What follows belongs to an exercise in optimizing a design on an open flow for small area, a short achievable clock period and few clock cycles; a production flow would make more cautious choices. RTL that was checked went through simulation tests only; none was proved equivalent to the original. Function not checked in run 6: the RTL went through the layout flow alone. Power and IR drop assume default switching activity.

`flow/flow/run.sh`:
```
#!/bin/bash
# Standard layout with two changes:
#  - the I/O port buffers are a plain buffer cell instead of the delay cell
#    the resizer picks by default;
#  - clock tree synthesis adds no dummy loads.
export BUFFER_PORTS_ARGS="-buffer_cell sky130_fd_sc_hd__buf_1"
export CTS_ARGS="-sink_clustering_enable -repair_clock_nets -dont_use_dummy_load -buf_list {sky130_fd_sc_hd__clkbuf_4 sky130_fd_sc_hd__clkbuf_8}"
bash standard.sh > standard.log 2>&1
```
`flow/standard.sh`:
```
#!/bin/bash
# synth_recipe.tcl (not shown) runs the flow's synth.tcl, then flattens the netlist and writes it again
# the make line also repeats each setting of config.mk as NAME=value (left out here)
make -C /OpenROAD-flow-scripts/flow DESIGN_CONFIG=/design/flow/config.mk WORK_HOME=/design/flow/orfs CLKGATE_MAP_FILE= SYNTH_SCRIPT=/design/flow/synth_recipe.tcl "${@:-finish}"
```
`flow/config.mk`:
```
export PLATFORM = sky130hd
export DESIGN_NAME = adder
export DESIGN_NICKNAME = adder
export VERILOG_FILES = /design/flow/design.v
export SDC_FILE = /design/flow/constraint.sdc
export NUM_CORES = 4
export LEC_CHECK = 0
export ABC_AREA = 1
export CAP_MARGIN = 20
export CORE_MARGIN = 2
export CORE_UTILIZATION = 40
export SETUP_SLACK_MARGIN = 0.7
export SLEW_MARGIN = 20
```
`flow/constraint.sdc`:
```
create_clock -name core_clock -period 4.0 [get_ports {clk}]
set_input_delay 0.8000 -clock core_clock [delete_from_list [all_inputs] [get_ports {clk}]]
set_output_delay 0.8000 -clock core_clock [all_outputs]
set_load 0.01 [all_outputs]
```
`flow/design.v`:
```
module adder(
    input clk,
    input reset,
    input [31:0] a,
    input [31:0] b,
    input available,
    input [4:0] exception_f,
    output [31:0] sum,
    output done
    );
    wire [7:0] ae = a[30:23];
    wire [7:0] be = b[30:23];
    wire [7:0] eg = ae & ~be;
    wire [7:0] ek = ae | ~be;
    wire eg0 = eg[1] | ((ek[1] & ae[0]) & ~be[0]);
    wire ep0 = ek[1] & ek[0];
    wire eg1 = eg[2] | ((ek[2] & ae[1]) & ~be[1]);
    wire ep1 = ek[2] & ek[1];
    wire eg2 = eg[3] | ((ek[3] & ae[2]) & ~be[2]);
    wire ep2 = ek[3] & ek[2];
    wire eg3 = eg[4] | ((ek[4] & ae[3]) & ~be[3]);
    wire ep3 = ek[4] & ek[3];
    wire eg4 = eg[5] | ((ek[5] & ae[4]) & ~be[4]);
    wire ep4 = ek[5] & ek[4];
    wire eg5 = eg[6] | ((ek[6] & ae[5]) & ~be[5]);
    wire ep5 = ek[6] & ek[5];
    wire eg6 = eg[7] | ((ek[7] & ae[6]) & ~be[6]);
    wire ep6 = ek[7] & ek[6];
    wire eg7 = eg1 | ((ep1 & ae[0]) & ~be[0]);
    wire ep7 = ep1 & ek[0];
    wire eg8 = eg2 | (ep2 & eg0);
    wire ep8 = ep2 & ep0;
    wire eg9 = eg3 | (ep3 & eg1);
    wire ep9 = ep3 & ep1;
    wire eg10 = eg4 | (ep4 & eg2);
    wire ep10 = ep4 & ep2;
    wire eg11 = eg5 | (ep5 & eg3);
    wire ep11 = ep5 & ep3;
    wire eg12 = eg6 | (ep6 & eg4);
    wire ep12 = ep6 & ep4;
    wire eg13 = eg9 | ((ep9 & ae[0]) & ~be[0]);
    wire ep13 = ep9 & ek[0];
    wire eg14 = eg10 | (ep10 & eg0);
    wire ep14 = ep10 & ep0;
    wire eg15 = eg11 | (ep11 & eg7);
    wire ep15 = ep11 & ep7;
    wire eg16 = eg12 | (ep12 & eg8);
    wire ep16 = ep12 & ep8;
    wire co = eg16;
    wire [7:0] d;
    assign d[0] = ae[0] ^ be[0];
    wire dx1 = co ? ~(eg[0] | ek[0]) : eg[0];
    assign d[1] = ae[1] ^ (be[1] ^ dx1);
    wire dx2 = co ? ~(eg0 | ep0) : eg0;
    assign d[2] = ae[2] ^ (be[2] ^ dx2);
    wire dx3 = co ? ~(eg7 | ep7) : eg7;
    assign d[3] = ae[3] ^ (be[3] ^ dx3);
    wire dx4 = co ? ~(eg8 | ep8) : eg8;
    assign d[4] = ae[4] ^ (be[4] ^ dx4);
    wire dx5 = co ? ~(eg13 | ep13) : eg13;
    assign d[5] = ae[5] ^ (be[5] ^ dx5);
    wire dx6 = co ? ~(eg14 | ep14) : eg14;
    assign d[6] = ae[6] ^ (be[6] ^ dx6);
    wire dx7 = co ? ~(eg15 | ep15) : eg15;
    assign d[7] = ae[7] ^ (be[7] ^ dx7);
    wire swap = ~co;
    wire [22:0] ma = swap ? b[22:0] : a[22:0];
    wire [22:0] mb = swap ? a[22:0] : b[22:0];
    wire big = (|d[7:5]) | (d[4] & d[3]) | (d[4] & d[2] & d[1] & d[0]);
    wire [23:0] x0 = {1'b1, mb};
    wire [1:0] s0;
    assign s0[0] = ~d[0];
    assign s0[1] = d[0];
    wire [23:0] x1;
    assign x1[0] = (s0[0] & x0[0]) | (s0[1] & x0[1]);
    assign x1[1] = (s0[0] & x0[1]) | (s0[1] & x0[2]);
    assign x1[2] = (s0[0] & x0[2]) | (s0[1] & x0[3]);
    assign x1[3] = (s0[0] & x0[3]) | (s0[1] & x0[4]);
    assign x1[4] = (s0[0] & x0[4]) | (s0[1] & x0[5]);
    assign x1[5] = (s0[0] & x0[5]) | (s0[1] & x0[6]);
    assign x1[6] = (s0[0] & x0[6]) | (s0[1] & x0[7]);
    assign x1[7] = (s0[0] & x0[7]) | (s0[1] & x0[8]);
    assign x1[8] = (s0[0] & x0[8]) | (s0[1] & x0[9]);
    assign x1[9] = (s0[0] & x0[9]) | (s0[1] & x0[10]);
    assign x1[10] = (s0[0] & x0[10]) | (s0[1] & x0[11]);
    assign x1[11] = (s0[0] & x0[11]) | (s0[1] & x0[12]);
    assign x1[12] = (s0[0] & x0[12]) | (s0[1] & x0[13]);
    assign x1[13] = (s0[0] & x0[13]) | (s0[1] & x0[14]);
    assign x1[14] = (s0[0] & x0[14]) | (s0[1] & x0[15]);
    assign x1[15] = (s0[0] & x0[15]) | (s0[1] & x0[16]);
    assign x1[16] = (s0[0] & x0[16]) | (s0[1] & x0[17]);
    assign x1[17] = (s0[0] & x0[17]) | (s0[1] & x0[18]);
    assign x1[18] = (s0[0] & x0[18]) | (s0[1] & x0[19]);
    assign x1[19] = (s0[0] & x0[19]) | (s0[1] & x0[20]);
    assign x1[20] = (s0[0] & x0[20]) | (s0[1] & x0[21]);
    assign x1[21] = (s0[0] & x0[21]) | (s0[1] & x0[22]);
    assign x1[22] = (s0[0] & x0[22]) | (s0[1] & x0[23]);
    assign x1[23] = (s0[0] & x0[23]);
    wire [1:0] s1;
    assign s1[0] = ~d[1];
    assign s1[1] = d[1];
    wire [23:0] x2;
    assign x2[0] = (s1[0] & x1[0]) | (s1[1] & x1[2]);
    assign x2[1] = (s1[0] & x1[1]) | (s1[1] & x1[3]);
    assign x2[2] = (s1[0] & x1[2]) | (s1[1] & x1[4]);
    assign x2[3] = (s1[0] & x1[3]) | (s1[1] & x1[5]);
    assign x2[4] = (s1[0] & x1[4]) | (s1[1] & x1[6]);
    assign x2[5] = (s1[0] & x1[5]) | (s1[1] & x1[7]);
    assign x2[6] = (s1[0] & x1[6]) | (s1[1] & x1[8]);
    assign x2[7] = (s1[0] & x1[7]) | (s1[1] & x1[9]);
    assign x2[8] = (s1[0] & x1[8]) | (s1[1] & x1[10]);
    assign x2[9] = (s1[0] & x1[9]) | (s1[1] & x1[11]);
    assign x2[10] = (s1[0] & x1[10]) | (s1[1] & x1[12]);
    assign x2[11] = (s1[0] & x1[11]) | (s1[1] & x1[13]);
    assign x2[12] = (s1[0] & x1[12]) | (s1[1] & x1[14]);
    assign x2[13] = (s1[0] & x1[13]) | (s1[1] & x1[15]);
    assign x2[14] = (s1[0] & x1[14]) | (s1[1] & x1[16]);
    assign x2[15] = (s1[0] & x1[15]) | (s1[1] & x1[17]);
    assign x2[16] = (s1[0] & x1[16]) | (s1[1] & x1[18]);
    assign x2[17] = (s1[0] & x1[17]) | (s1[1] & x1[19]);
    assign x2[18] = (s1[0] & x1[18]) | (s1[1] & x1[20]);
    assign x2[19] = (s1[0] & x1[19]) | (s1[1] & x1[21]);
    assign x2[20] = (s1[0] & x1[20]) | (s1[1] & x1[22]);
    assign x2[21] = (s1[0] & x1[21]) | (s1[1] & x1[23]);
    assign x2[22] = (s1[0] & x1[22]);
    assign x2[23] = (s1[0] & x1[23]);
    wire [1:0] s2;
    assign s2[0] = ~d[2];
    assign s2[1] = d[2];
    wire [23:0] x3;
    assign x3[0] = (s2[0] & x2[0]) | (s2[1] & x2[4]);
    assign x3[1] = (s2[0] & x2[1]) | (s2[1] & x2[5]);
    assign x3[2] = (s2[0] & x2[2]) | (s2[1] & x2[6]);
    assign x3[3] = (s2[0] & x2[3]) | (s2[1] & x2[7]);
    assign x3[4] = (s2[0] & x2[4]) | (s2[1] & x2[8]);
    assign x3[5] = (s2[0] & x2[5]) | (s2[1] & x2[9]);
    assign x3[6] = (s2[0] & x2[6]) | (s2[1] & x2[10]);
    assign x3[7] = (s2[0] & x2[7]) | (s2[1] & x2[11]);
    assign x3[8] = (s2[0] & x2[8]) | (s2[1] & x2[12]);
    assign x3[9] = (s2[0] & x2[9]) | (s2[1] & x2[13]);
    assign x3[10] = (s2[0] & x2[10]) | (s2[1] & x2[14]);
    assign x3[11] = (s2[0] & x2[11]) | (s2[1] & x2[15]);
    assign x3[12] = (s2[0] & x2[12]) | (s2[1] & x2[16]);
    assign x3[13] = (s2[0] & x2[13]) | (s2[1] & x2[17]);
    assign x3[14] = (s2[0] & x2[14]) | (s2[1] & x2[18]);
    assign x3[15] = (s2[0] & x2[15]) | (s2[1] & x2[19]);
    assign x3[16] = (s2[0] & x2[16]) | (s2[1] & x2[20]);
    assign x3[17] = (s2[0] & x2[17]) | (s2[1] & x2[21]);
    assign x3[18] = (s2[0] & x2[18]) | (s2[1] & x2[22]);
    assign x3[19] = (s2[0] & x2[19]) | (s2[1] & x2[23]);
    assign x3[20] = (s2[0] & x2[20]);
    assign x3[21] = (s2[0] & x2[21]);
    assign x3[22] = (s2[0] & x2[22]);
    assign x3[23] = (s2[0] & x2[23]);
    wire [3:0] s3;
    assign s3[0] = ~big & ~d[3] & ~d[4];
    assign s3[1] = ~big & d[3] & ~d[4];
    assign s3[2] = ~big & ~d[3] & d[4];
    assign s3[3] = ~big & d[3] & d[4];
    wire [23:0] sh;
    assign sh[0] = (s3[0] & x3[0]) | (s3[1] & x3[8]) | (s3[2] & x3[16]);
    assign sh[1] = (s3[0] & x3[1]) | (s3[1] & x3[9]) | (s3[2] & x3[17]);
    assign sh[2] = (s3[0] & x3[2]) | (s3[1] & x3[10]) | (s3[2] & x3[18]);
    assign sh[3] = (s3[0] & x3[3]) | (s3[1] & x3[11]) | (s3[2] & x3[19]);
    assign sh[4] = (s3[0] & x3[4]) | (s3[1] & x3[12]) | (s3[2] & x3[20]);
    assign sh[5] = (s3[0] & x3[5]) | (s3[1] & x3[13]) | (s3[2] & x3[21]);
    assign sh[6] = (s3[0] & x3[6]) | (s3[1] & x3[14]) | (s3[2] & x3[22]);
    assign sh[7] = (s3[0] & x3[7]) | (s3[1] & x3[15]) | (s3[2] & x3[23]);
    assign sh[8] = (s3[0] & x3[8]) | (s3[1] & x3[16]);
    assign sh[9] = (s3[0] & x3[9]) | (s3[1] & x3[17]);
    assign sh[10] = (s3[0] & x3[10]) | (s3[1] & x3[18]);
    assign sh[11] = (s3[0] & x3[11]) | (s3[1] & x3[19]);
    assign sh[12] = (s3[0] & x3[12]) | (s3[1] & x3[20]);
    assign sh[13] = (s3[0] & x3[13]) | (s3[1] & x3[21]);
    assign sh[14] = (s3[0] & x3[14]) | (s3[1] & x3[22]);
    assign sh[15] = (s3[0] & x3[15]) | (s3[1] & x3[23]);
    assign sh[16] = (s3[0] & x3[16]);
    assign sh[17] = (s3[0] & x3[17]);
    assign sh[18] = (s3[0] & x3[18]);
    assign sh[19] = (s3[0] & x3[19]);
    assign sh[20] = (s3[0] & x3[20]);
    assign sh[21] = (s3[0] & x3[21]);
    assign sh[22] = (s3[0] & x3[22]);
    assign sh[23] = (s3[0] & x3[23]);
    reg swap_r;
    reg [23:0] sh_r;    
    reg [22:0] p;
    reg [22:0] g;
    always @(posedge clk) begin
       swap_r <= swap;
       p <= ma ^ sh[22:0];
       g <= ma & sh[22:0];
       sh_r[23] <= sh[23];
    end
    wire [7:0] ea = swap_r ? be : ae;
    wire z = sh_r[23];
    wire mg17 = (g[1] | p[1]) & (g[1] | g[0]);
    wire mg18 = g[2] | (p[2] & g[1]);
    wire mp18 = p[2] & p[1];
    wire mg19 = g[3] | (p[3] & g[2]);
    wire mp19 = p[3] & p[2];
    wire mg20 = g[4] | (p[4] & g[3]);
    wire mp20 = p[4] & p[3];
    wire mg21 = g[5] | (p[5] & g[4]);
    wire mp21 = p[5] & p[4];
    wire mg22 = g[6] | (p[6] & g[5]);
    wire mp22 = p[6] & p[5];
    wire mg23 = g[7] | (p[7] & g[6]);
    wire mp23 = p[7] & p[6];
    wire mg24 = g[8] | (p[8] & g[7]);
    wire mp24 = p[8] & p[7];
    wire mg25 = g[9] | (p[9] & g[8]);
    wire mp25 = p[9] & p[8];
    wire mg26 = g[10] | (p[10] & g[9]);
    wire mp26 = p[10] & p[9];
    wire mg27 = g[11] | (p[11] & g[10]);
    wire mp27 = p[11] & p[10];
    wire mg28 = g[12] | (p[12] & g[11]);
    wire mp28 = p[12] & p[11];
    wire mg29 = g[13] | (p[13] & g[12]);
    wire mp29 = p[13] & p[12];
    wire mg30 = g[14] | (p[14] & g[13]);
    wire mp30 = p[14] & p[13];
    wire mg31 = g[15] | (p[15] & g[14]);
    wire mp31 = p[15] & p[14];
    wire mg32 = g[16] | (p[16] & g[15]);
    wire mp32 = p[16] & p[15];
    wire mg33 = g[17] | (p[17] & g[16]);
    wire mp33 = p[17] & p[16];
    wire mg34 = g[18] | (p[18] & g[17]);
    wire mp34 = p[18] & p[17];
    wire mg35 = g[19] | (p[19] & g[18]);
    wire mp35 = p[19] & p[18];
    wire mg36 = g[20] | (p[20] & g[19]);
    wire mp36 = p[20] & p[19];
    wire mg37 = g[21] | (p[21] & g[20]);
    wire mp37 = p[21] & p[20];
    wire mg38 = g[22] | (p[22] & g[21]);
    wire mp38 = p[22] & p[21];
    wire mg39 = (mg18 | mp18) & (mg18 | g[0]);
    wire mg40 = mg19 | (mp19 & mg17);
    wire mg41 = mg20 | (mp20 & mg18);
    wire mp41 = mp20 & mp18;
    wire mg42 = mg21 | (mp21 & mg19);
    wire mp42 = mp21 & mp19;
    wire mg43 = mg22 | (mp22 & mg20);
    wire mp43 = mp22 & mp20;
    wire mg44 = mg23 | (mp23 & mg21);
    wire mp44 = mp23 & mp21;
    wire mg45 = mg24 | (mp24 & mg22);
    wire mp45 = mp24 & mp22;
    wire mg46 = mg25 | (mp25 & mg23);
    wire mp46 = mp25 & mp23;
    wire mg47 = mg26 | (mp26 & mg24);
    wire mp47 = mp26 & mp24;
    wire mg48 = mg27 | (mp27 & mg25);
    wire mp48 = mp27 & mp25;
    wire mg49 = mg28 | (mp28 & mg26);
    wire mp49 = mp28 & mp26;
    wire mg50 = mg29 | (mp29 & mg27);
    wire mp50 = mp29 & mp27;
    wire mg51 = mg30 | (mp30 & mg28);
    wire mp51 = mp30 & mp28;
    wire mg52 = mg31 | (mp31 & mg29);
    wire mp52 = mp31 & mp29;
    wire mg53 = mg32 | (mp32 & mg30);
    wire mp53 = mp32 & mp30;
    wire mg54 = mg33 | (mp33 & mg31);
    wire mp54 = mp33 & mp31;
    wire mg55 = mg34 | (mp34 & mg32);
    wire mp55 = mp34 & mp32;
    wire mg56 = mg35 | (mp35 & mg33);
    wire mp56 = mp35 & mp33;
    wire mg57 = mg36 | (mp36 & mg34);
    wire mp57 = mp36 & mp34;
    wire mg58 = mg37 | (mp37 & mg35);
    wire mp58 = mp37 & mp35;
    wire mg59 = mg38 | (mp38 & mg36);
    wire mp59 = mp38 & mp36;
    wire mg60 = (mg41 | mp41) & (mg41 | g[0]);
    wire mg61 = mg42 | (mp42 & mg17);
    wire mg62 = mg43 | (mp43 & mg39);
    wire mg63 = mg44 | (mp44 & mg40);
    wire mg64 = mg45 | (mp45 & mg41);
    wire mp64 = mp45 & mp41;
    wire mg65 = mg46 | (mp46 & mg42);
    wire mp65 = mp46 & mp42;
    wire mg66 = mg47 | (mp47 & mg43);
    wire mp66 = mp47 & mp43;
    wire mg67 = mg48 | (mp48 & mg44);
    wire mp67 = mp48 & mp44;
    wire mg68 = mg49 | (mp49 & mg45);
    wire mp68 = mp49 & mp45;
    wire mg69 = mg50 | (mp50 & mg46);
    wire mp69 = mp50 & mp46;
    wire mg70 = mg51 | (mp51 & mg47);
    wire mp70 = mp51 & mp47;
    wire mg71 = mg52 | (mp52 & mg48);
    wire mp71 = mp52 & mp48;
    wire mg72 = mg53 | (mp53 & mg49);
    wire mp72 = mp53 & mp49;
    wire mg73 = mg54 | (mp54 & mg50);
    wire mp73 = mp54 & mp50;
    wire mg74 = mg55 | (mp55 & mg51);
    wire mp74 = mp55 & mp51;
    wire mg75 = mg56 | (mp56 & mg52);
    wire mp75 = mp56 & mp52;
    wire mg76 = mg57 | (mp57 & mg53);
    wire mp76 = mp57 & mp53;
    wire mg77 = mg58 | (mp58 & mg54);
    wire mp77 = mp58 & mp54;
    wire mg78 = mg59 | (mp59 & mg55);
    wire mp78 = mp59 & mp55;
    wire mg79 = (mg64 | mp64) & (mg64 | g[0]);
    wire mg80 = mg65 | (mp65 & mg17);
    wire mg81 = mg66 | (mp66 & mg39);
    wire mg82 = mg67 | (mp67 & mg40);
    wire mg83 = mg68 | (mp68 & mg60);
    wire mg84 = mg69 | (mp69 & mg61);
    wire mg85 = mg70 | (mp70 & mg62);
    wire mg86 = mg71 | (mp71 & mg63);
    wire mg87 = mg72 | (mp72 & mg64);
    wire mp87 = mp72 & mp64;
    wire mg88 = mg73 | (mp73 & mg65);
    wire mp88 = mp73 & mp65;
    wire mg89 = mg74 | (mp74 & mg66);
    wire mp89 = mp74 & mp66;
    wire mg90 = mg75 | (mp75 & mg67);
    wire mp90 = mp75 & mp67;
    wire mg91 = mg76 | (mp76 & mg68);
    wire mp91 = mp76 & mp68;
    wire mg92 = mg77 | (mp77 & mg69);
    wire mp92 = mp77 & mp69;
    wire mg93 = mg78 | (mp78 & mg70);
    wire mp93 = mp78 & mp70;
    wire mg94 = (mg87 | mp87) & (mg87 | g[0]);
    wire mg95 = mg88 | (mp88 & mg17);
    wire mg96 = mg89 | (mp89 & mg39);
    wire mg97 = mg90 | (mp90 & mg40);
    wire mg98 = mg91 | (mp91 & mg60);
    wire mg99 = mg92 | (mp92 & mg61);
    wire mg100 = mg93 | (mp93 & mg62);
    wire [23:0] t;
    assign t[0] = p[0];
    assign t[1] = p[1] ^ g[0];
    assign t[2] = p[2] ^ mg17;
    assign t[3] = p[3] ^ mg39;
    assign t[4] = p[4] ^ mg40;
    assign t[5] = p[5] ^ mg60;
    assign t[6] = p[6] ^ mg61;
    assign t[7] = p[7] ^ mg62;
    assign t[8] = p[8] ^ mg63;
    assign t[9] = p[9] ^ mg79;
    assign t[10] = p[10] ^ mg80;
    assign t[11] = p[11] ^ mg81;
    assign t[12] = p[12] ^ mg82;
    assign t[13] = p[13] ^ mg83;
    assign t[14] = p[14] ^ mg84;
    assign t[15] = p[15] ^ mg85;
    assign t[16] = p[16] ^ mg86;
    assign t[17] = p[17] ^ mg94;
    assign t[18] = p[18] ^ mg95;
    assign t[19] = p[19] ^ mg96;
    assign t[20] = p[20] ^ mg97;
    assign t[21] = p[21] ^ mg98;
    assign t[22] = p[22] ^ mg99;
    assign t[23] = mg100;
    wire c = t[23];
    wire norm = z | c;
    assign sum = norm ? {a[31], ea + 8'd1, z & c, t[22:1]} : {a[31], ea, t[22:0]};
    reg done_reg;
    always @(posedge clk or posedge reset) begin
       if (reset) done_reg <= 1'b0;
       else done_reg <= available;
    end
    assign done = done_reg;
endmodule
```
==> reports/qor.yml, run 1 <==
outcome:
  outcome: "no timing/DRC/antenna violations"
yosys:
  synth_fa_ha_area_share_pct: 6.61
  synth_area_leader_cell: "nand2_1"
  netlist.area_leader.share_pct: 28.7
  syn_area_um2: 5110
  synth_commonest_cells: "nand2_1, nand3_1, inv_1, dfxtp_1, o21ai_0"
  synth-edff-count: 0
  synth_xor_area_share_pct: 3.94
  synth.distinct_cells: 42
  yosys_warnings: 1
  syn-mean-instance-area_um2: 5.67
  seq_area_frac_synth_pct: 19.3
  synthTopCellsByArea: "nand2_1, dfxtp_1, nand3_1"
  yosys_register_bits: 49
  synth.most_common_cell: "nand2_1"
  synth_top_family_by_area: "simple AND/OR/NAND/NOR gates"
  synth-compound-area-share_pct: 10.5
  syn_inst: 902
  synthMuxAreaShare_pct: 0
  synthArstFlopShare_pct: 2.04
  syn_nets: 1001
  synthSimpleGateAreaFrac_pct: 50.9
  dominantRegCellSynth: "dfxtp_1"
clock_tree:
  htreeDepth: 2
  holdBufCountCts: 0
  cts_sinks: 49
  post-cts-setup-buffers: 0
  cts_made_buffers: 5
  root_buffer: "clkbuf_8"
  clk_pin_slew_ns: 0.08
  clock_path_buffers: 2
  cts_tree: "yes"
global_routing:
  grt_max_degree: 39
  grt_util_met3_pct: 1.29
  top_usage_layer: "met1"
  overflow: 0
  use_met1_pct: 31.4
  grt_pass1_wl_mm: 22.5
  grt_pass1_vias: 4793
  globalRouteMet2Util_pct: 31.3
  grt_use_total_pct: 20.3
  antenna_found_initial: 0
power_and_ir_drop:
  clkPwrFrac_pct: 12.9
  leakage_uw: 0.00302
  p_comb_share_pct: 53.8
  intPower_uw: 1010
  vdd_drop_max_mv: 0.129
  switching_share_pct: 46.8
  p_switching_uw: 887
  p_per_area_nw_per_um2: 334
  power_frac_seq_pct: 33.3
detailed_routing:
  firstDrtPassIters: 5
  detail_route.iter0.violations: 373
  vias: 5636
  ant_nets: 0
  finalWirelength_mm: 13.8
  drc_errors: 0
  viasPerCell: 4.91
  route.detailed.wl_per_inst_um: 12.0
placement:
  dp_hpwl_mm: 11.6
  gp_congestion: 0.906
  numPortBuffers: 96
run:
  maxCapViolCount: 0
sta:
  slew_viol_final: 0
  rsz0062_at_grt: "no"
  slew_headroom_pct: 56.7
  finalHoldViolCount: 0
  period_share_pct: 77.2
  period_minus_slack_ns: 3.09
  finalSetupViolations: 0
  tightest_slew_ns: 0.648
  max_freq_ghz: 0.324
  tns_ns: 0
floorplanning:
  die_x_um: 117
  die_height_um: 117
  fp.coreArea_um2: 12600
  start_util_pct: 40.7
  dieArea_um2: 13700
  row_count: 41
  num_io_pins: 105
setup_path:
  cp-start-kind: "register"
  crit_fanout: 33
  critPathArrivalTime_ns: 2.29
  critical_path_class: "register to output pin"
  cp-end-kind: "output pin"
  cp.required_ns: 3.20
final_layout:
  layout.nets: 1078
  postLayoutCoreUtil_pct: 45.1
  n_antenna_cell: 0
  reg_top3: "g x23, p x23"
  area_growth_pct: 10.9
  drive_gt1_share_pct: 6.35
hold_path:
  min_path_type: "input pin to async pin"
## logic make-up after synthesis
kind of cell             count (synthesis)
AND/OR/NAND/NOR                        608
buffers and inverters                  100
AO/OA/AOI/OAI                           95
flip-flops                              49
adder cells (fa/ha/maj)                 27
XOR/XNOR                                23
## metal layers
layer | vias up | wire, µm | part of all wire (%)
met1 | 2463 | 7380 | 54
met3 | 5 | 523 | 3.8
li1 | 3060 | - | -
met2 | 108 | 5790 | 42
met4 | 0 | 85 | 0.62
met5 | - | 0 | 0
## power groups by stage
stage	combinational, µW	clock [µW]	sequential, µW
floorplan	763	0	616
global placement	1000	0	640
detailed placement	1000	0	640
CTS	1010	252	628
global route	1180	275	645
finish	1020	244	632
## per-stage QoR
stage | worst slack, ns | cells | power, µW | hold slack (ns) | instance area, µm²
after global routing | 0.700 | 1149 | 2100 | 0.290 | 5670
after global placement | 0.614 | 1144 | 1640 | 0.606 | 5550
final | 0.912 | 1149 | 1900 | 0.304 | 5670
after floorplan | 1.30 | 902 | 1380 | 0.529 | 5110
after detailed placement | 0.591 | 1144 | 1640 | 0.615 | 5550
after CTS | 0.717 | 1149 | 1890 | 0.293 | 5620
## timing repair
action                                  in CTS  in global routing
gates cloned                                 0                  0
gates resized for setup                      2                 14
endpoints found under the setup margin      19                 46
## worst paths after layout
| path | endpoint | startpoint | slack (ns) | cells past startpoint |
|---|---|---|---|---|
| min in group core_clock | done_reg$_DFF_PP0_ | available | 0.60 | 1 |
| worst min-delay path | done_reg$_DFF_PP0_ | reset | 0.30 | 2 |
| worst max-delay path | sum[4] | p[10]$_DFF_P_ | 0.91 | 10 |
| max in group asynchronous | done_reg$_DFF_PP0_ | reset | 3.61 | 2 |
## layout by cell type (no fill, tap or decap), types with 4 or more instances in the layout
| cell | Yosys | final |
|---|---|---|
| o21ai_1 | 6 | 7 |
| xnor2_1 | 14 | 14 |
| nand4_1 | 7 | 7 |
| o21bai_1 | 5 | 4 |
| or2_2 | 4 | 4 |
| nor2_1 | 39 | 39 |
| nand2_2 | 14 | 14 |
| buf_4 | 5 | 5 |
| nand2_1 | 391 | 391 |
| buf_1 | 3 | 96 |
| inv_2 | 13 | 11 |
| a21oi_1 | 29 | 26 |
| a21o_1 | 4 | 4 |
| nand3_1 | 125 | 125 |
| ha_1 | 27 | 27 |
| o21ai_0 | 43 | 41 |
| xor2_1 | 9 | 9 |
| nor3_1 | 5 | 4 |
| nand3b_1 | 5 | 5 |
| clkbuf_8 | 0 | 5 |
| dfxtp_1 | 48 | 48 |
| inv_1 | 54 | 54 |
## area by class of cell
class | count | area (µm²)
clock buffers | 5 | 68.8
fillers | 1441 | 6900
flip-flops and latches | 49 | 986
multi-input cells | 753 | 3720
repair buffers | 102 | 413
well taps | 172 | 215
inverters | 68 | 268
## critical path, stage by stage (launching register included)
cell and delay, ns:
dfxtp_1 0.38, a21oi_2 0.21, inv_1 0.05, o21ai_1 0.12, nand2_1 0.10, a221oi_2 0.27, nand3b_1 0.14, buf_8 0.20
or2_2 0.28, o21ai_0 0.08, buf_1 0.17
Testbench counts, summed over its fixed seeds: cycles 6,392.
==> run 2: changes to the inputs <==
--- a/flow/config.mk
+++ b/flow/config.mk
@@ -9,5 +9,5 @@
 export CAP_MARGIN = 20
 export CORE_MARGIN = 2
 export CORE_UTILIZATION = 40
-export SETUP_SLACK_MARGIN = 0.7
+export SETUP_SLACK_MARGIN = 0.9
 export SLEW_MARGIN = 20
==> run 2 against run 1 <==
  * Area after synthesis stayed put
  * Sequential cell count stayed put
  * Largest cell class unchanged
  * Highest routed layer unchanged
  * Non-clock buffer count is 16 higher
  * Clock-buffer cell count stayed put
==> reports/qor.yml, run 2 <==
detailed_routing:
  vias: 5772
  finalWirelength_mm: 14.6
  ant_nets: 0
  viasPerCell: 4.95
  detail_route.iter0.violations: 339
  firstDrtPassIters: 8
  drc_errors: 0
  route.detailed.wl_per_inst_um: 12.5
yosys:
  yosys_warnings: 1
  synthTopCellsByArea: "nand2_1, dfxtp_1, nand3_1"
  synth_area_leader_cell: "nand2_1"
  synthArstFlopShare_pct: 2.04
  netlist.area_leader.share_pct: 28.7
  syn-mean-instance-area_um2: 5.67
  synth_commonest_cells: "nand2_1, nand3_1, inv_1, dfxtp_1, o21ai_0"
  syn_nets: 1001
  syn_area_um2: 5110
  synth-edff-count: 0
  syn_inst: 902
  seq_area_frac_synth_pct: 19.3
  synth.distinct_cells: 42
  dominantRegCellSynth: "dfxtp_1"
  yosys_register_bits: 49
  synth.most_common_cell: "nand2_1"
clock_tree:
  holdBufCountCts: 0
  htreeDepth: 2
  clk_pin_slew_ns: 0.08
  root_buffer: "clkbuf_8"
  cts_sinks: 49
  clock_path_buffers: 2
  cts_tree: "yes"
  cts_made_buffers: 5
setup_path:
  crit_fanout: 6
  critical_path_class: "register to output pin"
  cpMaxStageDelayCell: "dfxtp_4"
  cp_top_family: "simple AND/OR/NAND/NOR gates"
  cpPeakStageDelay_ns: 0.37
  crit_buf_inv: 2
  cp-end-kind: "output pin"
  critPathArrivalTime_ns: 2.24
  crit_chain: "a21oi_4 -> nor2_1 -> o21ai_1 -> nand2_1 -> a221oi_2 -> nand3b_1 -> buf_12 -> or2_2 -> o21ai_0 -> buf_2"
  cp-start-kind: "register"
  cp.required_ns: 3.20
floorplanning:
  die_x_um: 117
  dieArea_um2: 13700
  start_util_pct: 40.7
  fp.coreArea_um2: 12600
  num_io_pins: 105
  row_count: 41
  die_height_um: 117
sta:
  finalHoldViolCount: 0
  slew_viol_final: 0
  period_share_pct: 76.0
  worst_slack_ns: 0.960
  finalSetupViolations: 0
  max_freq_ghz: 0.329
  rsz0062_at_grt: "yes"
  slew_headroom_pct: 55.6
  period_minus_slack_ns: 3.04
  tns_ns: 0
  tightest_slew_ns: 0.665
global_routing:
  antenna_found_initial: 0
  grt_max_degree: 39
  grt_pass1_vias: 4818
  grt_use_total_pct: 20.4
  grt_pass1_wl_mm: 22.5
  overflow: 0
final_layout:
  drive_gt1_share_pct: 12.1
  area_growth_pct: 17.6
  layout_commonest_cell: "nand2_1"
  final_area_um2: 6010
  seq_area_um2: 1000
  fillers: 1412
  multi_input_area_um2: 3840
  final_cell_mix: "nand2_1, nand3_1, buf_1, inv_1"
  layout.nets: 1096
  reg_top3: "g x23, p x23"
  n_antenna_cell: 0
power_and_ir_drop:
  leakage_uw: 0.00319
  vdd_drop_max_mv: 0.130
  p_per_area_nw_per_um2: 329
placement:
  gp_congestion: 0.906
  numPortBuffers: 96
  placed_area_um2: 5550
  place_ws_ns: 0.591
  dp_hpwl_mm: 11.6
outcome:
  outcome: "no timing/DRC/antenna violations"
run:
  maxCapViolCount: 0
hold_path:
  min_path_type: "input pin to async pin"
## run 2: cells by family (layout without fill, tap and decap cells)
group / count (synthesis) / after routing / synth area share [%]
DFF: 49 / 49 / 19.3
adders and majority gates: 27 / 27 / 6.61
buffers and inverters: 100 / 191 / 8.76
AOI/OAI and AO/OA: 95 / 95 / 10.5
xor gates and xnor gates: 23 / 23 / 3.94
and+or+nand+nor: 608 / 610 / 50.9
## run 2: area by class of cell
class | count | share of cell area (%)
Multi-Input combinational cell | 755 | 63.9
Sequential cell | 49 | 16.7
Inverter | 68 | 4.58
Clock buffer | 5 | 1.14
Tap cell | 172 | 3.58
Timing Repair Buffer | 118 | 10.1
## run 2: final timing paths
kind | from | endpoint | slack [ns] | cells past startpoint
worst min-delay path | reset | done_reg$_DFF_PP0_ | 0.31 | 2
min in group core_clock | available | done_reg$_DFF_PP0_ | 0.60 | 1
max in group asynchronous | reset | done_reg$_DFF_PP0_ | 3.61 | 2
worst max-delay path | p[8]$_DFF_P_ | sum[7] | 0.96 | 10
## run 2: stage by stage
step / util [%] / std cells / power [µW] / hold slack [ns]
final: 47.8 / 1167 / 1980 / 0.306
after global routing: 47.8 / 1167 / 2180 / 0.290
after CTS: 45.1 / 1150 / 1910 / 0.293
after detailed placement: 44.1 / 1144 / 1640 / 0.615
after global placement: 44.1 / 1144 / 1640 / 0.606
after floorplan: - / 902 / 1380 / 0.529
## run 2: timing repair
item	CTS	global route
setup endpoints to repair	31	58
cloned	0	4
hold endpoints to repair	0	0
gates resized for setup	15	63
buffers inserted	1	13
pin swaps	1	11
## run 2: routing by layer
layer	vias to the layer above	GRT usage, %	wire [µm]
li1	3104	-	-
met1	2533	31.3	7540
met2	124	31.5	6320
met3	11	1.39	577
met4	0	3.53	130
met5	-	0	0
## run 2: report_power, final
group / total (µW) / switching (µW) / internal, µW
Combinational: 1080 / 700 / 383
Clock: 244 / 132 / 113
Sequential: 649 / 88.7 / 560
==> run 3: changes to the inputs <==
--- a/flow/config.mk
+++ b/flow/config.mk
@@ -9,5 +9,5 @@
 export CAP_MARGIN = 20
 export CORE_MARGIN = 2
 export CORE_UTILIZATION = 40
-export SETUP_SLACK_MARGIN = 0.9
+export SETUP_SLACK_MARGIN = 0.8
 export SLEW_MARGIN = 20
==> run 3 against run 2 <==
  * Combinational power decreased by 5%
  * Via count shrank 2.2%
  * Synthesized cell count unchanged
  * Maximum frequency up 0.54%
  * Global-route usage shrank 0.065 points
  * Clock-buffer cell count unchanged
  * Cell count down 1.1%
  * Non-clock buffer count is 11 lower
  * Critical endpoint unchanged
==> reports/qor.yml, run 3 <==
yosys:
  synth_area_leader_cell: "nand2_1"
  synth_commonest_cells: "nand2_1, nand3_1, inv_1, dfxtp_1, o21ai_0"
  synthArstFlopShare_pct: 2.04
  yosys_warnings: 1
  syn_nets: 1001
  synthTopCellsByArea: "nand2_1, dfxtp_1, nand3_1"
  syn-mean-instance-area_um2: 5.67
  synth-edff-count: 0
  synth.distinct_cells: 42
  yosys_register_bits: 49
  dominantRegCellSynth: "dfxtp_1"
  syn_area_um2: 5110
  netlist.area_leader.share_pct: 28.7
  seq_area_frac_synth_pct: 19.3
  syn_inst: 902
  synth.most_common_cell: "nand2_1"
hold_path:
  min_path_type: "input pin to async pin"
final_layout:
  reg_top3: "g x23, p x23"
  area_growth_pct: 12.3
  n_antenna_cell: 0
  final_cell_mix: "nand2_1, nand3_1, buf_1, inv_1, dfxtp_1"
  drive_gt1_share_pct: 7.74
  fin_cells: 1154
  layout.nets: 1083
  final_area_um2: 5740
  layout_commonest_cell: "nand2_1"
  fillers: 1433
power_and_ir_drop:
  clkPwrFrac_pct: 12.7
  leakage_uw: 0.00305
  p_per_area_nw_per_um2: 333
  power_frac_seq_pct: 33.2
  switching_share_pct: 46.6
  vdd_drop_max_mv: 0.130
  p_comb_share_pct: 54.0
  intPower_uw: 1020
  total_power_uw: 1910
  p_switching_uw: 892
detailed_routing:
  firstDrtPassIters: 5
  detail_route.iter0.violations: 321
  viasPerCell: 4.89
  route.detailed.wl_per_inst_um: 12.0
  ant_nets: 0
  finalWirelength_mm: 13.9
  vias: 5647
  drc_errors: 0
clock_tree:
  cts_made_buffers: 5
  root_buffer: "clkbuf_8"
  holdBufCountCts: 0
  cts_tree: "yes"
  htreeDepth: 2
  cts_sinks: 49
  clk_pin_slew_ns: 0.08
  clock_path_buffers: 2
sta:
  slew_headroom_pct: 56.1
  period_share_pct: 75.6
  slew_viol_final: 0
  worst_slack_ns: 0.977
  max_freq_ghz: 0.331
  period_minus_slack_ns: 3.02
  tns_ns: 0
  tightest_slew_ns: 0.658
  rsz0062_at_grt: "yes"
  finalHoldViolCount: 0
  finalSetupViolations: 0
outcome:
  outcome: "no timing/DRC/antenna violations"
placement:
  dp_hpwl_mm: 11.6
  place_ws_ns: 0.591
  gp_congestion: 0.906
  numPortBuffers: 96
  dpl.cell_count: 1144
  placed_area_um2: 5550
setup_path:
  crit_fanout: 33
  cp-start-kind: "register"
  critical_path_class: "register to output pin"
  cp.required_ns: 3.20
  cp-end-kind: "output pin"
  critPathArrivalTime_ns: 2.22
floorplanning:
  row_count: 41
  dieArea_um2: 13700
  num_io_pins: 105
  die_x_um: 117
  die_height_um: 117
  start_util_pct: 40.7
  fp.coreArea_um2: 12600
global_routing:
  grt_max_degree: 39
  grt_pass1_wl_mm: 22.5
  grt_use_total_pct: 20.3
  grt_pass1_vias: 4802
  antenna_found_initial: 0
  overflow: 0
run:
  maxCapViolCount: 0
[run 3: cell count changes in the layout (fill, tap and decap cells not counted), moves of 3 or more]
cell	delta
buf_4	-8
clkbuf_2	-8
dfxtp_1	+6
dfxtp_2	-4
nand2_1	+5
nand2_4	-3
a21oi_1	+3
nand2_2	-4
o21ai_0	+3
buf_1	+12
buf_2	-4
[run 3: kinds of logic after synthesis]
family | Yosys count | synth area share [%]
AND/OR/NAND/NOR | 608 | 50.9
buffers and inverters | 100 | 8.76
AO/OA/AOI/OAI | 95 | 10.5
flip-flops | 49 | 19.3
adder cells (fa/ha/maj) | 27 | 6.61
XOR/XNOR | 23 | 3.94
[run 3: power by group through the flow]
stage	registers [µW]	clock network, µW	logic, µW
final	636	244	1030
after global routing	649	275	1190
after CTS	628	252	1020
after detailed placement	640	0	1000
after global placement	640	0	1000
after floorplan	616	0	763
[run 3: path summary, 6_finish.rpt]
check                      slack (ns)    startpoint                  to
setup / recovery                 0.98  p[8]$_DFF_P_              sum[7]
max in group asynchronous        3.61         reset  done_reg$_DFF_PP0_
min in group core_clock          0.61     available  done_reg$_DFF_PP0_
hold / removal                   0.31         reset  done_reg$_DFF_PP0_
[run 3: layout make-up]
cell class	count	area, µm²	share of cell area [%]
Inverter	68	268	4.66
Clock buffer	5	68.8	1.20
Timing Repair Buffer	107	460	8.02
Multi-Input combinational cell	753	3740	65.1
Sequential cell	49	991	17.3
Tap cell	172	215	3.75
[run 3: critical path, stage by stage, from the launching register on]
cell and delay [ns]:
dfxtp_2 0.36, a21oi_2 0.17, nor2_1 0.06, o21ai_1 0.11, nand2_1 0.10, a221oi_2 0.28, nand3b_1 0.16, buf_12 0.19
or2_2 0.27, o21ai_0 0.07, buf_1 0.17
[run 3: layer usage]
layer / vias up / global-route usage, % / wire [µm]
li1: 3073 / - / -
met1: 2472 / 31.4 / 7520
met2: 98 / 31.3 / 5890
met3: 4 / 1.29 / 434
met4: 0 / 3.45 / 51
met5: - / 0 / 0
[run 3: repair_timing]
| action | CTS | global route |
|---|---|---|
| setup endpoints to repair | 24 | 63 |
| buffers inserted | 1 | 4 |
| resized for setup | 5 | 25 |
| pin swaps | 0 | 5 |
[run 3: stage by stage]
stage	utilization, %	hold slack (ns)
floorplan	-	0.529
global placement	44.1	0.606
detailed placement	44.1	0.615
CTS	44.8	0.293
global route	45.7	0.290
finish	45.7	0.307
==> run 4: changes to the inputs <==
--- a/flow/config.mk
+++ b/flow/config.mk
@@ -5,7 +5,6 @@
 export SDC_FILE = /design/flow/constraint.sdc
 export NUM_CORES = 4
 export LEC_CHECK = 0
-export ABC_AREA = 1
 export CAP_MARGIN = 20
 export CORE_MARGIN = 2
 export CORE_UTILIZATION = 40
==> run 4 against run 3 <==
  * Still clean
  * Die area is 3.9% lower
  * Cell count decreased by 17%
  * Sequential power down 0.9%
  * Routed wire length increased by 19%
  * Combinational power increased by 51%
  * Sequential share of layout area down 4.2 points
  * Clock-buffer cell count is the same
  * Design area up 32%
  * Synthesized cell count decreased by 31%
  * Area after synthesis is 4.1% lower
  * Global-route usage increased by 3.9 points
  * Critical path type is now input pin to register
  * Largest power group unchanged
==> reports/qor.yml, run 4 <==
sta:
  max_freq_ghz: 0.278
  period_share_pct: 90.0
  tightest_slew_ns: 0.519
  finalHoldViolCount: 0
  rsz0062_at_grt: "yes"
  finalSetupViolations: 0
  tns_ns: 0
  period_minus_slack_ns: 3.60
  slew_headroom_pct: 64.4
  slew_viol_final: 0
detailed_routing:
  route.detailed.wl_per_inst_um: 17.4
  viasPerCell: 5.78
  firstDrtPassIters: 4
  detail_route.iter0.violations: 349
  finalWirelength_mm: 16.6
  ant_nets: 0
  drc_errors: 0
  vias: 5526
floorplanning:
  fp.coreArea_um2: 12000
  die_x_um: 115
  row_count: 40
  num_io_pins: 105
  start_util_pct: 40.8
  dieArea_um2: 13200
  die_height_um: 115
yosys:
  yosys_warnings: 1
  netlist.area_leader.share_pct: 19.6
  synth-edff-count: 0
  synthArstFlopShare_pct: 2.04
  synth.most_common_cell: "nand2_1"
  syn-mean-instance-area_um2: 7.89
  synthTopCellsByArea: "dfxtp_1, mux4_2, nand2_1"
  syn_inst: 622
  yosys_register_bits: 49
  dominantRegCellSynth: "dfxtp_1"
  synth_area_leader_cell: "dfxtp_1"
  synth_commonest_cells: "nand2_1, dfxtp_1, a21oi_1, nor2_1, nand3_1"
  syn_area_um2: 4900
  synth.distinct_cells: 70
  seq_area_frac_synth_pct: 20.1
  syn_nets: 721
setup_path:
  critical_path_class: "input pin to register"
  crit_fanout: 4
  cp-end-kind: "register"
  cp.required_ns: 4.17
  cp-start-kind: "input pin"
  critPathArrivalTime_ns: 3.77
power_and_ir_drop:
  vdd_drop_max_mv: 0.138
  leakage_uw: 0.00320
  p_per_area_nw_per_um2: 320
final_layout:
  postLayoutCoreUtil_pct: 63.3
  layout_commonest_cell: "nand2_1"
  final_area_um2: 7610
  fillers: 1050
  n_antenna_cell: 0
  drive_gt1_share_pct: 43.0
  final_cell_mix: "nand2_1, buf_4, buf_1, dfxtp_1, buf_6"
  layout.nets: 910
  area_growth_pct: 55.1
  reg_top3: "g x23, p x23"
clock_tree:
  holdBufCountCts: 0
  cts_made_buffers: 5
  clk_pin_slew_ns: 0.07
  cts_tree: "yes"
  cts_sinks: 49
  clock_path_buffers: 2
  root_buffer: "clkbuf_8"
  htreeDepth: 2
placement:
  gp_congestion: 0.888
  dp_hpwl_mm: 12.2
  placed_area_um2: 5910
  numPortBuffers: 96
global_routing:
  grt_max_degree: 36
  grt_pass1_wl_mm: 25.5
  overflow: 0
  antenna_found_initial: 0
  grt_use_total_pct: 24.2
  grt_pass1_vias: 5060
run:
  maxCapViolCount: 0
outcome:
  outcome: "no timing/DRC/antenna violations"
hold_path:
  min_path_type: "input pin to async pin"
run 4: cell types whose count changed after synthesis, moves of 13 or more:
cell	delta
nand2_2	-13
mux2_2	+13
mux2i_1	+15
inv_1	-44
nor2b_1	+20
inv_2	-13
nand2_1	-284
mux4_2	+22
o211ai_1	+18
nand3_1	-93
o21ai_0	-14
run 4: path summary, 6_finish.rpt:
kind / startpoint / endpoint / depth (start not counted)
min in group core_clock: available / done_reg$_DFF_PP0_ / 1
worst min-delay path: reset / done_reg$_DFF_PP0_ / 2
worst max-delay path: b[24] / p[4]$_DFF_P_ / 13
max in group asynchronous: reset / done_reg$_DFF_PP0_ / 2
run 4: cell families after synthesis:
logic type                 after synthesis  share of synthesized area (%)
and+or+nand+nor                        262                           25.5
AOI/OAI and AO/OA                      168                           23.4
muxes                                   50                           16.1
DFF                                     49                           20.1
buffers and inverters                   43                           3.75
adders and majority gates               30                           7.50
xor gates and xnor gates                20                           3.57
run 4: final cells by class:
class                           instances  area, µm²  area share, %
Inverter                               11       53.8          0.707
Tap cell                              147        184           2.42
Multi-Input combinational cell        530       4700           61.8
Clock buffer                            5       68.8          0.905
Sequential cell                        49        991           13.0
Timing Repair Buffer                  214       1610           21.2
run 4: report_power, final:
| part | switching [µW] | internal, µW |
|---|---|---|
| Combinational | 815 | 745 |
| Sequential | 69.9 | 560 |
| Clock | 134 | 113 |
run 4: routing by layer:
| layer | wire length [µm] | track usage, % | vias to the layer above |
|---|---|---|---|
| met2 | 7730 | 39.4 | 199 |
| met1 | 7890 | 36.0 | 2646 |
| li1 | - | - | 2672 |
| met3 | 849 | 1.90 | 9 |
| met4 | 129 | 4.02 | 0 |
| met5 | 0 | 0 | - |
run 4: worst max-delay path: stages:
cell       delay [ns]
buf_6            0.10
and2b_2          0.22
buf_6            0.13
nor2_4           0.07
o31a_1           0.30
o21ai_2          0.14
a2111oi_4        0.37
nor3b_2          0.09
nand4bb_4        0.26
a2111o_1         0.51
or3_1            0.40
o211ai_1         0.12
ha_1             0.26
run 4: what timing repair did:
item	CTS	global route
gates cloned	3	1
endpoints found under the setup margin	78	78
pin swaps	61	70
gates resized for setup	149	110
hold endpoints to repair	0	0
buffers inserted	40	21
run 4: metrics by stage:
stage               power, µW  instances  hold WS [ns]  setup slack, ns
floorplan                1400        622         0.529            0.409
global placement         1750        886         0.612           0.0281
detailed placement       1770        886         0.609          0.00688
CTS                      2270        934         0.305            0.371
global route             2590        956         0.313            0.204
finish                   2440        956         0.312            0.400
==> run 5: changes to the inputs <==
--- a/flow/config.mk
+++ b/flow/config.mk
@@ -5,8 +5,9 @@
 export SDC_FILE = /design/flow/constraint.sdc
 export NUM_CORES = 4
 export LEC_CHECK = 0
+export ABC_AREA = 1
 export CAP_MARGIN = 20
 export CORE_MARGIN = 2
 export CORE_UTILIZATION = 40
-export SETUP_SLACK_MARGIN = 0.8
+export SETUP_SLACK_MARGIN = 0.85
 export SLEW_MARGIN = 20
==> run 5 against run 4 <==
  * Still clean
  * Worst hold slack got worse by 0.0059 ns
  * Utilization fell by 16 points
  * Routed wire length is 13% lower
  * Combinational power shrank 32%
  * Total power fell by 20%
  * Sequential power rose by 2%
  * Largest cell class unchanged
  * Largest power group unchanged
  * Highest routed layer unchanged
==> reports/qor.yml, run 5 <==
final_layout:
  final_area_um2: 5930
  drive_gt1_share_pct: 10.3
  reg_top3: "g x23, p x23"
  layout.nets: 1094
  n_antenna_cell: 0
  fin_cells: 1165
  final_cell_mix: "nand2_1, nand3_1, buf_1, inv_1, dfxtp_1"
  area_growth_pct: 16.1
  layout_commonest_cell: "nand2_1"
detailed_routing:
  vias: 5755
  finalWirelength_mm: 14.5
  drc_errors: 0
  route.detailed.wl_per_inst_um: 12.4
  detail_route.iter0.violations: 367
  firstDrtPassIters: 5
  viasPerCell: 4.94
  ant_nets: 0
sta:
  holdWs_ns: 0.306
  finalHoldViolCount: 0
  period_share_pct: 76.8
  slew_viol_final: 0
  rsz0062_at_grt: "yes"
  tightest_slew_ns: 0.651
  tns_ns: 0
  max_freq_ghz: 0.325
  slew_headroom_pct: 56.5
  finalSetupViolations: 0
  worst_slack_ns: 0.928
  period_minus_slack_ns: 3.07
outcome:
  outcome: "no timing/DRC/antenna violations"
yosys:
  synthArstFlopShare_pct: 2.04
  syn_area_um2: 5110
  synth_fa_ha_area_share_pct: 6.61
  synth.most_common_cell: "nand2_1"
  synth.distinct_cells: 42
  yosys_register_bits: 49
  synth_xor_area_share_pct: 3.94
  synth_top_family_by_area: "simple AND/OR/NAND/NOR gates"
  synth-compound-area-share_pct: 10.5
  yosys_warnings: 1
  syn-mean-instance-area_um2: 5.67
  syn_inst: 902
  synth_area_leader_cell: "nand2_1"
  netlist.area_leader.share_pct: 28.7
  syn_nets: 1001
  dominantRegCellSynth: "dfxtp_1"
  synthSimpleGateAreaFrac_pct: 50.9
  synth_commonest_cells: "nand2_1, nand3_1, inv_1, dfxtp_1, o21ai_0"
  synth-edff-count: 0
  synthMuxAreaShare_pct: 0
  seq_area_frac_synth_pct: 19.3
  synthTopCellsByArea: "nand2_1, dfxtp_1, nand3_1"
global_routing:
  antenna_found_initial: 0
  grt_pass1_vias: 4801
  grt_max_degree: 39
  grt_use_total_pct: 20.3
  grt_pass1_wl_mm: 22.5
  overflow: 0
floorplanning:
  start_util_pct: 40.7
  die_x_um: 117
  die_height_um: 117
  num_io_pins: 105
  dieArea_um2: 13700
  row_count: 41
  fp.coreArea_um2: 12600
power_and_ir_drop:
  vdd_drop_max_mv: 0.131
  leakage_uw: 0.00314
  p_per_area_nw_per_um2: 328
placement:
  gp_congestion: 0.906
  dp_hpwl_mm: 11.6
  placed_area_um2: 5550
  dpl.cell_count: 1144
  numPortBuffers: 96
  place_ws_ns: 0.591
setup_path:
  crit_chain: "a21oi_2 -> nor2_1 -> o21ai_1 -> nand2_1 -> a221oi_2 -> nand3b_1 -> buf_12 -> or2_2 -> o21ai_0 -> buf_1"
  cp-start-kind: "register"
  cp_top_family: "compound AO/OA/AOI/OAI gates"
  crit_fanout: 6
  critPathArrivalTime_ns: 2.27
  cpMaxStageDelayCell: "dfxtp_2"
  crit_buf_inv: 2
  cpPeakStageDelay_ns: 0.36
  cp-end-kind: "output pin"
  critical_path_class: "register to output pin"
  cp.required_ns: 3.20
clock_tree:
  root_buffer: "clkbuf_8"
  clock_path_buffers: 2
  cts_made_buffers: 5
  clk_pin_slew_ns: 0.08
  htreeDepth: 2
  cts_tree: "yes"
  cts_sinks: 49
  holdBufCountCts: 0
hold_path:
  min_path_type: "input pin to async pin"
run:
  maxCapViolCount: 0
[run 5: metal layers]
layer	routed length [µm]	GRT usage [%]	vias to the layer above
met1	7540	31.4	2517
met2	6320	31.3	130
met4	74	3.45	0
met3	552	1.29	8
li1	-	-	3100
met5	0	0	-
[run 5: stage by stage]
stage	utilization [%]	total power, µW
after global routing	47.2	2150
after floorplan	-	1380
after detailed placement	44.1	1640
final	47.2	1950
after global placement	44.1	1640
after CTS	44.9	1900
[run 5: kinds of logic (layout without fill, tap and decap cells)]
group	after synthesis	in the layout
simple gates	608	609
compound gates	95	95
flops	49	49
fa+ha+maj	27	27
xor+xnor	23	23
buf+inv	100	190
[run 5: layout make-up]
| type | instances | area, µm² |
|---|---|---|
| fillers | 1410 | 6630 |
| multi-input cells | 754 | 3800 |
| flip-flops and latches | 49 | 998 |
| repair buffers | 117 | 586 |
| inverters | 68 | 270 |
| well taps | 172 | 215 |
| clock buffers | 5 | 68.8 |
[run 5: timing repair]
item	4_1_cts	5_1_grt
endpoints found under the hold margin	0	0
pin swaps	1	10
setup buffers	1	12
cloned	0	3
endpoints found under the setup margin	25	68
gates resized for setup	8	42
[run 5: worst paths after layout]
kind	start	end	slack (ns)	cells after the start
setup / recovery	p[8]$_DFF_P_	sum[7]	0.93	10
hold / removal	reset	done_reg$_DFF_PP0_	0.31	2
max in group asynchronous	reset	done_reg$_DFF_PP0_	3.61	2
min in group core_clock	available	done_reg$_DFF_PP0_	0.61	1
[run 5: power breakdown]
group          switching [µW]  internal [µW]
sequential               86.5            559
combinational             692            367
clock                     131            113
total                     910           1040
==> run 6: changes to the inputs <==
--- a/flow/design.v
+++ b/flow/design.v
@@ -184,14 +184,14 @@
     assign sh[23] = (s3[0] & x3[23]);
     reg swap_r;
     reg [23:0] sh_r;    
-    reg [22:0] p;
-    reg [22:0] g;
+    reg [22:0] ma_r;
     always @(posedge clk) begin
        swap_r <= swap;
-       p <= ma ^ sh[22:0];
-       g <= ma & sh[22:0];
-       sh_r[23] <= sh[23];
+       ma_r <= ma;
+       sh_r <= sh;
     end
+    wire [22:0] p = ma_r ^ sh_r[22:0];
+    wire [22:0] g = ma_r & sh_r[22:0];
     wire [7:0] ea = swap_r ? be : ae;
     wire z = sh_r[23];
     wire mg17 = (g[1] | p[1]) & (g[1] | g[0]);
--- a/flow/config.mk
+++ b/flow/config.mk
@@ -9,5 +9,5 @@
 export CAP_MARGIN = 20
 export CORE_MARGIN = 2
 export CORE_UTILIZATION = 40
-export SETUP_SLACK_MARGIN = 0.85
+export SETUP_SLACK_MARGIN = 0.8
 export SLEW_MARGIN = 20
==> run 6 against run 5 <==
  * Non-clock buffer count rose by 16
  * Cell count rose by 0.77%
  * Clock power rose by 4%
  * Worst hold slack got worse by 0.023 ns
  * Critical path depth rose by 1
  * Synthesized cell count fell by 0.55%
  * Total power rose by 13%
  * Sequential cell count did not move
  * Routed wire length rose by 8.1%
  * Largest cell class unchanged
  * Combinational power rose by 26%
==> reports/qor.yml, run 6 <==
global_routing:
  grt_max_degree: 40
  antenna_found_initial: 0
  grt_pass1_vias: 5305
  overflow: 0
  grt_use_total_pct: 21.3
  grt_pass1_wl_mm: 25.0
clock_tree:
  clock_path_buffers: 2
  holdBufCountCts: 0
  htreeDepth: 2
  root_buffer: "clkbuf_8"
  cts_tree: "yes"
  clk_pin_slew_ns: 0.09
  cts_sinks: 49
  cts_made_buffers: 5
setup_path:
  crit_buf_inv: 3
  cp.required_ns: 3.20
  critical_path_class: "register to output pin"
  critPathArrivalTime_ns: 2.43
  cp-end-kind: "output pin"
  cpPeakStageDelay_ns: 0.33
  crit_chain: "ha_4 -> a21o_1 -> a21oi_4 -> o21ai_2 -> a211oi_2 -> nand2_2 -> nor2_4 -> buf_12 -> buf_12 -> mux2i_2 -> buf_2"
  cpMaxStageDelayCell: "dfxtp_2"
  crit_fanout: 6
  cp_top_family: "compound AO/OA/AOI/OAI gates"
  path_common_cell: "buf_12"
  cp-start-kind: "register"
power_and_ir_drop:
  vdd_drop_max_mv: 0.159
  p_per_area_nw_per_um2: 331
  leakage_uw: 0.00332
final_layout:
  drive_gt1_share_pct: 21.9
  final_cell_mix: "nand2_1, nand3_1, inv_1, buf_1, nor2_1"
  postLayoutCoreUtil_pct: 52.4
  layout_commonest_cell: "nand2_1"
  layout.nets: 1105
  area_growth_pct: 28.0
  regMostFlops: "sh_r"
  largest_register_ff_count: 24
  reg_top3: "sh_r x24, ma_r x23"
  n_antenna_cell: 0
  fillers: 1354
yosys:
  synthTopCellsByArea: "nand2_1, dfxtp_1, nand3_1"
  synthSimpleGateAreaFrac_pct: 47.6
  synth_xor_area_share_pct: 3.73
  synth.distinct_cells: 38
  synthMuxAreaShare_pct: 2.52
  syn-mean-instance-area_um2: 5.76
  syn_nets: 998
  synth_top_family_by_area: "simple AND/OR/NAND/NOR gates"
  dominantRegCellSynth: "dfxtp_1"
  syn_inst: 897
  seq_area_frac_synth_pct: 19.1
  synth-edff-count: 0
  synth_area_leader_cell: "nand2_1"
  yosys_register_bits: 49
  synth_fa_ha_area_share_pct: 7.17
  synth-compound-area-share_pct: 9.71
  syn_area_um2: 5170
  yosys_warnings: 1
  synth.most_common_cell: "nand2_1"
  synth_commonest_cells: "nand2_1, nand3_1, inv_1, o21ai_0, dfxtp_1"
  netlist.area_leader.share_pct: 23.6
  synthArstFlopShare_pct: 2.04
placement:
  gp_congestion: 0.903
  numPortBuffers: 96
  dp_hpwl_mm: 11.8
  place_ws_ns: 0.536
floorplanning:
  dieArea_um2: 13800
  start_util_pct: 41.0
  die_height_um: 118
  fp.coreArea_um2: 12600
  num_io_pins: 105
  row_count: 41
  die_x_um: 118
run:
  maxCapViolCount: 0
detailed_routing:
  viasPerCell: 5.03
  finalWirelength_mm: 15.7
  detail_route.iter0.violations: 528
  firstDrtPassIters: 5
  route.detailed.wl_per_inst_um: 13.3
  vias: 5908
  drc_errors: 0
  ant_nets: 0
sta:
  slew_viol_final: 0
  max_freq_ghz: 0.309
  period_minus_slack_ns: 3.23
  slew_headroom_pct: 53.8
  finalSetupViolations: 0
  period_share_pct: 80.9
  worst_slack_ns: 0.765
  tns_ns: 0
  rsz0062_at_grt: "yes"
  finalHoldViolCount: 0
  tightest_slew_ns: 0.686
outcome:
  outcome: "no timing/DRC/antenna violations"
hold_path:
  min_path_type: "input pin to async pin"
[run 6: cell count changes after synthesis, sizes merged, moves of 5 or more]
cell / before / now
mux2i: 0 / 13
xnor2: 14 / 7
nand3: 127 / 147
nand2: 407 / 339
o21ai: 52 / 58
nor3: 5 / 10
nor2: 43 / 52
xor2: 9 / 15
inv: 67 / 91
[run 6: kinds of logic after synthesis]
group	count (synthesis)
AND/OR/NAND/NOR	563
flip-flops	49
multiplexers	13
adder cells (fa/ha/maj)	29
XOR/XNOR	22
buffers and inverters	126
AO/OA/AOI/OAI	95
[run 6: metal layers]
layer  share of wire [%]  track usage, %  vias to the layer above
met1                  50            31.6                     2610
met3                 4.5            1.65                       16
li1                    -               -                     3118
met4                 1.5            4.59                        0
met5                   0               0                        -
met2                  44            33.5                      164
[run 6: cell type report]
type	instances	area, µm²	share of cell area [%]
clock buffer	5	68.8	1.04
inverter	92	358	5.41
multi-input combinational	722	4130	62.5
sequential	49	1010	15.3
tap	172	215	3.25
timing repair buffer	133	822	12.4
timing repair inverter	1	7.51	0.114
[run 6: how the worst max path moves through the flow]
stage	startpoint	endpoint	slack, ns	cells after the start
global placement	sh_r[1]$_DFF_P_	sum[16]	0.59	15
floorplan	sh_r[1]$_DFF_P_	sum[29]	0.93	12
global route	sh_r[14]$_DFF_P_	sum[12]	0.63	11
CTS	sh_r[13]$_DFF_P_	sum[3]	0.77	12
finish	sh_r[14]$_DFF_P_	sum[3]	0.77	11
detailed placement	sh_r[1]$_DFF_P_	sum[16]	0.54	15
[run 6: timing repair]
item	CTS	global route
pin swaps	18	27
setup buffers	14	8
cloned	3	2
endpoints found under the setup margin	31	47
resized for setup	106	84
[run 6: where the power goes]
part | leakage, µW | switching, µW | internal [µW] | total, µW
clock | 0.0000359 | 142 | 113 | 254
combinational | 0.00287 | 826 | 512 | 1340
sequential | 0.000413 | 48.6 | 551 | 600
[run 6: per-stage QoR]
step                hold slack, ns  power (µW)  cells  area (µm²)
CTS                          0.281        2070   1164        6230
global placement             0.606        1690   1142        5650
global route                 0.295        2380   1174        6610
floorplan                    0.529        1400    897        5170
detailed placement           0.614        1690   1142        5650
finish                       0.283        2190   1174        6610

==> port drivers added, routing unchanged <==
The results above use ideal ports. As a check the final layouts listed here were re-extracted and re-timed, cells and wires unchanged. Step 1 assumes that a clkbuf_16 drives the clock port and a buf_2 every other input. Step 2, shift: input delay + t, output delay - t, t = (earliest + latest rising clock arrival at the registers) / 2. This alone moves slack from input paths to output paths. a / b / c = ideal ports / drivers / drivers and shift; a / b = the first two.
run | shift t [ns] | setup WS [ns] | worst setup path after step 2 | worst slew at a driven data input, ns | pins driven straight from the clock port
run 1 | 0.311 | 0.912 / 0.884 / 0.706 | input to register | 0.06 | 1
run 2 | 0.310 | 0.960 / 0.932 / 0.780 | input to register | 0.06 | 1
run 3 | 0.308 | 0.977 / 0.948 / 0.757 | input to register | 0.06 | 1
run 4 | 0.308 | 0.400 / 0.384 / 0.076 | input to register | 0.06 | 1
run 5 | 0.307 | 0.928 / 0.900 / 0.744 | input to register | 0.06 | 1
run 6 | 0.327 | 0.765 / 0.729 / 0.787 | input to register | 0.06 | 1
After both steps setup and hold are still met in every run listed. For run 4, which loses most, drivers alone change the setup slack by -0.016 ns; drivers and shift together by -0.324 ns.
